Source: an optimization exercise on an open RTL-to-GDS flow (aim: small area, a short achievable clock period and few clock cycles). Production flows keep margins and buffers that such runs may drop.
The RTL was checked by simulation tests, not by an equivalence proof against the original design.
Power and IR drop assume default switching activity.

==> 02-21 <==
## rv_core
module rv_core (
    input         clk,
    input         rst,
    output [31:0] imem_addr,
    input  [31:0] imem_rdata,
    output [31:0] dmem_addr,
    output [31:0] dmem_wdata,
    output        dmem_we,
    input  [31:0] dmem_rdata
);
==> flow/config.mk <==
export PLATFORM = sky130hd
export DESIGN_NAME = rv_core
export DESIGN_NICKNAME = rv_core
export VERILOG_FILES = /design/flow/design.v
export SDC_FILE = /design/flow/constraint.sdc
export NUM_CORES = 8
export LEC_CHECK = 0
export ABC_AREA = 1
export CAP_MARGIN = 20
export CORE_MARGIN = 2
export CORE_UTILIZATION = 40
export CTS_CLUSTER_DIAMETER = 100
export CTS_CLUSTER_SIZE = 20
export SETUP_SLACK_MARGIN = 5
export SLEW_MARGIN = 20
==> flow/constraint.sdc <==
create_clock -name core_clock -period 8.0 [get_ports {clk}]
set_input_delay 1.6000 -clock core_clock [delete_from_list [all_inputs] [get_ports {clk}]]
set_output_delay 1.6000 -clock core_clock [all_outputs]
set_load 0.01 [all_outputs]
standard.sh (not shown) runs the stock make flow with config.mk's settings and CLKGATE_MAP_FILE= SYNTH_SCRIPT=/design/flow/synth_recipe.tcl, a recipe that flattens the netlist after the stock synthesis.
==> flow/flow/run.sh <==
#!/bin/bash
# Layout flow: the standard layout (standard.sh), with one change: the
# buffers that buffer_ports puts on every input and output port are
# sky130_fd_sc_hd__buf_4 instead of the cell OpenROAD picks by default (a
# clock-delay buffer, clkdlybuf4s50_1, which adds about 0.4 ns to every path
# from an input or to an output).  make's full output goes to flow.log.
set -euo pipefail
bash standard.sh "BUFFER_PORTS_ARGS=-buffer_cell sky130_fd_sc_hd__buf_4" finish > flow.log 2>&1
==> inputs of 01-13, as changes to 02-21 <==
--- a/flow/design.v
+++ b/flow/design.v
@@ -53,13 +53,12 @@
 reg  [31:0] irD;
 reg  [31:2] pcD;
 reg  [11:2] tLoD;        
 reg         cLoD;        
 reg         predTD;      
 reg         predRD;      
-reg         predLD;      
 reg         validD;
 reg  [31:1] sel1D, sel2D;        
 reg         bAXD, bAMD, bBXD, bBMD;   
 reg  [31:0] aX, bX, sdX;
 reg         cinX;
 reg         selSumX, selSltX, selOrX, selAndX, selSdX;
@@ -171,52 +170,52 @@
 wire [31:2] tgtX = brX ? sdX[31:2] : sum[31:2];
 wire dX1 = wenD & (rdD == 5'd1);
 wire xX1 = wenX & (rdX == 5'd1);
 wire mX1 = wenM & (rdM == 5'd1);
 wire x1busy = dX1 ? ~(op[6] & op[2]) : xX1 ? ~selSdX : (mX1 & ldM);
 wire [31:2] x1p = dX1 ? linkD : xX1 ? sdX[31:2] : mX1 ? aluM[31:2] : x1[31:2];
-wire liD   = wenD & isAlu & ~op[5] & (f3 == 3'b000) & (irD[19:15] == 5'd0);
-wire liHit = fJalr & liD & (rs1F == rdD) & ~skipX;
-wire [12:0] liSum = {irD[31], irD[31:20]} + {ir[31], ir[31:20]};
-wire [31:2] tgtL  = {{19{liSum[12]}}, liSum[12:2]};
 wire        slowSel = redirX | stall | redirD;
-wire [31:2] pcSlow  = redirX ? tgtX : stall ? pcD : redirD ? tgtD : pcInc;
+wire [31:2] pcSlow  = redirX ? tgtX : stall ? pcF : redirD ? tgtD : pcInc;
 wire        predT, isRet, retSel, takeT;
-fpred u_fp (.op({ir[6], ir[3], ir[2]}), .sgn(sgn), .f30(ir[12]), .rs1(rs1F), .rs2(rs2F), .x1busy(x1busy),
+fpred u_fp (.op({ir[6], ir[3], ir[2]}), .sgn(sgn), .rs1(rs1F), .x1busy(x1busy),
             .ff(ffF), .slow(slowSel), .predT(predT), .isRet(isRet),
             .takeT(takeT), .retSel(retSel));
 wire [31:2] pcRet;
-late_mux #(30) u_pcr (.d(pcSlow), .f(liHit ? tgtL : x1p), .s(retSel | (liHit & ~slowSel)), .y(pcRet));
+late_mux #(30) u_pcr (.d(pcSlow), .f(x1p), .s(retSel), .y(pcRet));
 wire [11:2] pcLo;
 late_mux #(10) u_pc (.d(pcRet[11:2]), .f(tLo), .s(takeT), .y(pcLo));
 wire [31:2] pcNext = {pcRet[31:12], pcLo};
 wire nAX1 = wenD & ~skipX & (rdD == rs1F) & fUse1;
 wire nAM1 = wenX & (rdX == rs1F) & fUse1;
 wire nAX2 = wenD & ~skipX & (rdD == rs2F) & fUse2;
 wire nAM2 = wenX & (rdX == rs2F) & fUse2;
 always @(posedge clk) begin
     if (rst)
         pcF <= 30'd0;
     else
         pcF <= pcNext;
-    begin
+    if (stall) begin
+        bAXD <= 1'b0;
+        bBXD <= 1'b0;
+        bAMD <= bAXD;
+        bBMD <= bBXD;
+    end else begin
         irD    <= ir;
         pcD    <= pcF;
         tLoD   <= tLo;
         cLoD   <= cLo;
         predTD <= predT;
         predRD <= isRet;
-        predLD <= liHit;
         sel1D  <= dec1F[31:1];
         sel2D  <= dec2F[31:1];
         bAXD   <= nAX1;
         bAMD   <= nAM1;
         bBXD   <= nAX2;
         bBMD   <= nAM2;
     end
-    validD <= ~rst & ~redirX & ~redirD & ~stall;
+    validD <= ~rst & ~redirX & ~redirD;
     aX      <= valA;
     bX      <= bNext;
     cinX    <= invB;
     sdX     <= isStore ? valB : (isBr & ~predTD) ? {tgtD, 2'b00} : {linkD, 2'b00};
     selSumX <= ~op[6] & ~op[4] | isAlu & ~f3[2] & ~f3[1];
     selSltX <= isAlu & ~f3[2] & f3[1];
@@ -228,13 +227,13 @@
     off8X   <= (irD[31:25] == 7'd0) & (irD[11:7] == 5'b01000);
     rdX     <= rdD;
     if (rst) begin
         brX <= 1'b0; jmpX <= 1'b0; ldX <= 1'b0; stX <= 1'b0; wenX <= 1'b0;
     end else begin
         brX  <= goX & isBr;
-        jmpX <= goX & ((isJalr & ~(predRD & (irD[31:20] == 12'd0)) & ~predLD) | (isJal & (~predTD | longJD)));
+        jmpX <= goX & ((isJalr & ~(predRD & (irD[31:20] == 12'd0))) | (isJal & (~predTD | longJD)));
         ldX  <= goX & isLoad & wenD;
         stX  <= goX & isStore;
         wenX <= goX & wenD;
     end
     aluM <= aluOut;
     sdM  <= sdX;
@@ -287,22 +286,20 @@
 );
 assign y = s ? f : d;
 endmodule
 module fpred (
     input  [2:0] op,         
     input        sgn,        
-    input        f30,        
     input  [4:0] rs1,
-    input  [4:0] rs2,
     input        x1busy,
     input        ff,
     input        slow,
     output       predT,
     output       isRet,
     output       takeT,
     output       retSel
 );
-assign predT  = op[2] & (op[1] | (~op[0] & ((rs1 == rs2) ? ~f30 : sgn))) & ~ff;
+assign predT  = op[2] & (op[1] | (~op[0] & sgn)) & ~ff;
 assign isRet  = op[2] & ~op[1] & op[0] & (rs1 == 5'd1) & ~x1busy;
 assign takeT  = predT & ~slow;
 assign retSel = isRet & ~slow;
 endmodule
==> inputs of 09-11, as changes to 02-21 <==
--- a/flow/design.v
+++ b/flow/design.v
@@ -53,20 +53,19 @@
 reg  [31:0] irD;
 reg  [31:2] pcD;
 reg  [11:2] tLoD;        
 reg         cLoD;        
 reg         predTD;      
 reg         predRD;      
-reg         predLD;      
 reg         validD;
 reg  [31:1] sel1D, sel2D;        
 reg         bAXD, bAMD, bBXD, bBMD;   
 reg  [31:0] aX, bX, sdX;
 reg         cinX;
 reg         selSumX, selSltX, selOrX, selAndX, selSdX;
-reg         brX, bneX, predX, jmpX, ldX, stX, wenX, off8X;
+reg         brX, bneX, predX, jmpX, ldX, stX, wenX;
 reg  [4:0]  rdX;
 reg  [31:0] aluM, sdM;
 reg         stM, wenM, ldM;
 reg  [4:0]  rdM;
 wire [31:0] resM = ldM ? dmem_rdata : aluM;
 wire [32*32-1:0] rfv;
@@ -100,18 +99,19 @@
 wire fJal  = ir[6] & ir[3];
 wire fJalr = ir[6] & ~ir[3] & ir[2];
 wire fBr   = ir[6] & ~ir[2];
 wire fUse1 = ~fJal;
 wire fUse2 = ir[5] & ~ir[2];
 wire sgn   = ir[31];
+wire [11:2] offLo = {ir[3] ? ir[20] : ir[7], ir[30:25], ir[3] ? ir[24:22] : ir[11:9]};
+wire x1busy = (wenD & (rdD == 5'd1)) | (wenX & (rdX == 5'd1)) | (wenM & (rdM == 5'd1));
 wire ffF    = &pcF[11:2];           
 wire [31:2] pcInc = inc30(pcF);
-wire [32:0] tgfJ = ks32({22'd0, pcF[11:2]}, {22'd0, ir[20], ir[30:25], ir[24:22]}, 1'b0);
-wire [32:0] tgfB = ks32({22'd0, pcF[11:2]}, {22'd0, ir[7],  ir[30:25], ir[11:9]},  1'b0);
-wire [11:2] tLo = ir[3] ? tgfJ[9:0] : tgfB[9:0];
-wire        cLo = ir[3] ? tgfJ[10]  : tgfB[10];
+wire [32:0] tgfSum = ks32({22'd0, pcF[11:2]}, {22'd0, offLo}, 1'b0);
+wire [11:2] tLo = tgfSum[9:0];
+wire        cLo = tgfSum[10];
 wire [31:0] dec1F, dec2F;
 dec5 u_d1 (.a(rs1F), .y(dec1F));
 dec5 u_d2 (.a(rs2F), .y(dec2F));
 wire [31:0] immI  = {{20{irD[31]}}, irD[31:20]};
 wire [31:0] immS  = {{20{irD[31]}}, irD[31:25], irD[11:7]};
 wire [31:0] immJ  = {{12{irD[31]}}, irD[19:12], irD[20], irD[30:21], 1'b0};
@@ -138,15 +138,15 @@
 wire [31:0] slowB = ({32{bBMD & ldM}} & dmem_rdata) | ({32{bBMD & ~ldM}} & aluM)
                   | ({32{~bBMD}} & rfB);
 wire [31:0] valA, valB;
 late_mux #(32) u_ba (.d(slowA), .f(aluOut), .s(bAXD), .y(valA));
 late_mux #(32) u_bb (.d(slowB), .f(aluOut), .s(bBXD), .y(valB));
 wire stall = validD & ldX & (bAXD | bBXD);
-wire redirX, skipX;
+wire redirX;
 wire redirD = validD & predTD & crossD & ~longJD & ~stall & ~redirX;
-wire goX = validD & ~stall & ~redirX & ~skipX;
+wire goX = validD & ~stall & ~redirX;
 wire invB    = isAlu & ~f3[2] & (f3[1] | (op[5] & irD[30]));
 wire useImm  = ~op[6] & ~(op[5] & op[4]) | op[2];
 wire [31:0] immISJ = isStore ? immS : op[3] ? immJ : immI;
 wire sBld = bBMD & ldM & ~useImm;
 wire sBal = bBMD & ~ldM & ~useImm;
 wire sBrf = ~bBMD & ~useImm;
@@ -163,78 +163,71 @@
                     | ({32{selOrX}}  & (aX | bX))
                     | ({32{selAndX}} & (aX & bX))
                     | ({32{selSdX}}  & sdX);
 late_mux #(32) u_res (.d(aluSlow), .f(sum), .s(selSumX), .y(aluOut));
 wire eq    = (aX == bX);
 wire taken = eq ^ bneX;
-assign skipX  = brX & ~predX & taken & off8X & validD & ~op[6];
-assign redirX = (brX & (taken ^ predX) & ~skipX) | jmpX;
+assign redirX = (brX & (taken ^ predX)) | jmpX;
 wire [31:2] tgtX = brX ? sdX[31:2] : sum[31:2];
-wire dX1 = wenD & (rdD == 5'd1);
-wire xX1 = wenX & (rdX == 5'd1);
-wire mX1 = wenM & (rdM == 5'd1);
-wire x1busy = dX1 ? ~(op[6] & op[2]) : xX1 ? ~selSdX : (mX1 & ldM);
-wire [31:2] x1p = dX1 ? linkD : xX1 ? sdX[31:2] : mX1 ? aluM[31:2] : x1[31:2];
-wire liD   = wenD & isAlu & ~op[5] & (f3 == 3'b000) & (irD[19:15] == 5'd0);
-wire liHit = fJalr & liD & (rs1F == rdD) & ~skipX;
-wire [12:0] liSum = {irD[31], irD[31:20]} + {ir[31], ir[31:20]};
-wire [31:2] tgtL  = {{19{liSum[12]}}, liSum[12:2]};
 wire        slowSel = redirX | stall | redirD;
-wire [31:2] pcSlow  = redirX ? tgtX : stall ? pcD : redirD ? tgtD : pcInc;
+wire [31:2] pcSlow  = redirX ? tgtX : stall ? pcF : redirD ? tgtD : pcInc;
 wire        predT, isRet, retSel, takeT;
-fpred u_fp (.op({ir[6], ir[3], ir[2]}), .sgn(sgn), .f30(ir[12]), .rs1(rs1F), .rs2(rs2F), .x1busy(x1busy),
+fpred u_fp (.op({ir[6], ir[3], ir[2]}), .sgn(sgn), .rs1(rs1F), .x1busy(x1busy),
             .ff(ffF), .slow(slowSel), .predT(predT), .isRet(isRet),
             .takeT(takeT), .retSel(retSel));
 wire [31:2] pcRet;
-late_mux #(30) u_pcr (.d(pcSlow), .f(liHit ? tgtL : x1p), .s(retSel | (liHit & ~slowSel)), .y(pcRet));
+late_mux #(30) u_pcr (.d(pcSlow), .f(x1[31:2]), .s(retSel), .y(pcRet));
 wire [11:2] pcLo;
 late_mux #(10) u_pc (.d(pcRet[11:2]), .f(tLo), .s(takeT), .y(pcLo));
 wire [31:2] pcNext = {pcRet[31:12], pcLo};
-wire nAX1 = wenD & ~skipX & (rdD == rs1F) & fUse1;
+wire nAX1 = wenD & (rdD == rs1F) & fUse1;
 wire nAM1 = wenX & (rdX == rs1F) & fUse1;
-wire nAX2 = wenD & ~skipX & (rdD == rs2F) & fUse2;
+wire nAX2 = wenD & (rdD == rs2F) & fUse2;
 wire nAM2 = wenX & (rdX == rs2F) & fUse2;
 always @(posedge clk) begin
     if (rst)
         pcF <= 30'd0;
     else
         pcF <= pcNext;
-    begin
+    if (stall) begin
+        bAXD <= 1'b0;
+        bBXD <= 1'b0;
+        bAMD <= bAXD;
+        bBMD <= bBXD;
+    end else begin
         irD    <= ir;
         pcD    <= pcF;
         tLoD   <= tLo;
         cLoD   <= cLo;
         predTD <= predT;
         predRD <= isRet;
-        predLD <= liHit;
         sel1D  <= dec1F[31:1];
         sel2D  <= dec2F[31:1];
         bAXD   <= nAX1;
         bAMD   <= nAM1;
         bBXD   <= nAX2;
         bBMD   <= nAM2;
     end
-    validD <= ~rst & ~redirX & ~redirD & ~stall;
+    validD <= ~rst & ~redirX & ~redirD;
     aX      <= valA;
     bX      <= bNext;
     cinX    <= invB;
     sdX     <= isStore ? valB : (isBr & ~predTD) ? {tgtD, 2'b00} : {linkD, 2'b00};
     selSumX <= ~op[6] & ~op[4] | isAlu & ~f3[2] & ~f3[1];
     selSltX <= isAlu & ~f3[2] & f3[1];
     selOrX  <= isAlu & f3[2] & ~f3[0];
     selAndX <= isAlu & f3[2] & f3[0];
     selSdX  <= op[6];
     bneX    <= f3[0];
     predX   <= predTD;
-    off8X   <= (irD[31:25] == 7'd0) & (irD[11:7] == 5'b01000);
     rdX     <= rdD;
     if (rst) begin
         brX <= 1'b0; jmpX <= 1'b0; ldX <= 1'b0; stX <= 1'b0; wenX <= 1'b0;
     end else begin
         brX  <= goX & isBr;
-        jmpX <= goX & ((isJalr & ~(predRD & (irD[31:20] == 12'd0)) & ~predLD) | (isJal & (~predTD | longJD)));
+        jmpX <= goX & ((isJalr & ~(predRD & (irD[31:20] == 12'd0))) | (isJal & (~predTD | longJD)));
         ldX  <= goX & isLoad & wenD;
         stX  <= goX & isStore;
         wenX <= goX & wenD;
     end
     aluM <= aluOut;
     sdM  <= sdX;
@@ -287,22 +280,20 @@
 );
 assign y = s ? f : d;
 endmodule
 module fpred (
     input  [2:0] op,         
     input        sgn,        
-    input        f30,        
     input  [4:0] rs1,
-    input  [4:0] rs2,
     input        x1busy,
     input        ff,
     input        slow,
     output       predT,
     output       isRet,
     output       takeT,
     output       retSel
 );
-assign predT  = op[2] & (op[1] | (~op[0] & ((rs1 == rs2) ? ~f30 : sgn))) & ~ff;
+assign predT  = op[2] & (op[1] | (~op[0] & sgn)) & ~ff;
 assign isRet  = op[2] & ~op[1] & op[0] & (rs1 == 5'd1) & ~x1busy;
 assign takeT  = predT & ~slow;
 assign retSel = isRet & ~slow;
 endmodule
==> flow/run.sh (new file) <==
#!/bin/bash
# synth_recipe.tcl (not shown) runs the flow's synth.tcl, then flattens the netlist and writes it again
# the make line also repeats each setting of config.mk as NAME=value (left out here)
make -C /OpenROAD-flow-scripts/flow DESIGN_CONFIG=/design/flow/config.mk WORK_HOME=/design/flow/orfs CLKGATE_MAP_FILE= SYNTH_SCRIPT=/design/flow/synth_recipe.tcl finish
Settings changed: ABC_AREA 1 to default, CTS_CLUSTER_DIAMETER 100 to default, CTS_CLUSTER_SIZE 20 to default.
removed: flow/flow/run.sh
removed: flow/standard.sh
==> run summary <==
The lowest register-to-register slack belongs to 09-11, the highest to 01-13.
Between 02-21 and 09-11, the lower sequential cell count is in 09-11 (gap 2).
Non-clock buffer count: 09-11 is higher than 02-21 (150).
Synthesized area, lowest first: 09-11, 02-21, 01-13.
The lowest global-route usage belongs to 01-13, the highest to 02-21.
Against 02-21, the first-iteration DRC count of 01-13 is higher by about 10%.
In 01-13 the count of clock-buffer cells in the layout is lower than in 02-21, by 4.
The highest power belongs to 09-11, the lowest to 01-13.
==> figures <==
Result of the run: 09-11 no timing/DRC/antenna violations; 01-13 no timing/DRC/antenna violations; 02-21 no timing/DRC/antenna violations
Mean cell area of the mapped netlist: 09-11 12.73 µm²; 01-13 9.581 µm²; 02-21 9.226 µm²
Total wire length: 09-11 301,900 µm; 01-13 319,200 µm; 02-21 327,000 µm
Headroom to the max-slew limit: 09-11 0.2220; 01-13 0.2472; 02-21 0.1557
Number of antenna cells inserted: 09-11 11; 01-13 6; 02-21 18
Share of the synthesized area in compound gates (AO/OA/AOI/OAI): 09-11 0.1972; 01-13 0.1078; 02-21 0.1098
Part of the total power dissipated in combinational logic: 09-11 0.190; 01-13 0.190; 02-21 0.201
Destination of the critical timing path: 09-11 sdX[24]; 01-13 bX[15]; 02-21 bX[22]
Met1 layer usage reported by global route: 09-11 0.4566; 01-13 0.4505; 02-21 0.4457
Crit path time final: 09-11 3.298 ns; 01-13 3.062 ns; 02-21 3.145 ns
# clock sinks: 09-11 1,348; 01-13 1,349; 02-21 1,350
Tot GR Track Use: 09-11 0.3783; 01-13 0.3776; 02-21 0.3905
Final sequential cell count: 09-11 1,348; 01-13 1,349; 02-21 1,350
Number of rows created at floorplan: 09-11 142; 01-13 147; 02-21 146
Actual transition at the worst max-transition pin: 09-11 1.163 ns; 01-13 1.117 ns; 02-21 1.250 ns
Initial Util: 09-11 0.4028; 01-13 0.4021; 02-21 0.4035
Share of the synthesized area in the top cell type: 09-11 0.5603; 01-13 0.5254; 02-21 0.4656
Layout cells sized above 1: 09-11 0.2332; 01-13 0.1198; 02-21 0.1363
Testbench counts of 02-21, summed over its fixed seeds: cycles 100,129.
Testbench counts of 01-13, summed over its fixed seeds: cycles 102,727.
Testbench counts of 09-11, summed over its fixed seeds: cycles 104,436.

## separate check: timing with driven ports
The results above use ideal ports. As a check the final layouts listed here were re-extracted and re-timed, cells and wires unchanged.
Step 1: set_driving_cell puts a clkbuf_16 on clk and a buf_2 on each other input, an assumption about the parent block.
Step 2, shift: input delay + t, output delay - t, t = (earliest + latest rising clock arrival at the registers) / 2. This alone moves slack from input paths to output paths.
a / b / c = no drivers / after step 1 / after step 2; a / b = the first two.
run	t, ns	slack for setup (ns)	worst hold slack (ns)
02-21	0.798	4.855 / 4.855 / 4.268	0.352 / 0.352 / 0.352
01-13	0.817	4.938 / 4.893 / 4.340	0.345 / 0.345 / 0.345
09-11	0.884	4.702 / 4.702 / 3.957	0.369 / 0.369 / 0.369
After both steps setup and hold are still met in every run listed. For 09-11, which loses most, drivers alone change the setup slack by 0.000 ns; drivers and shift together by -0.745 ns.
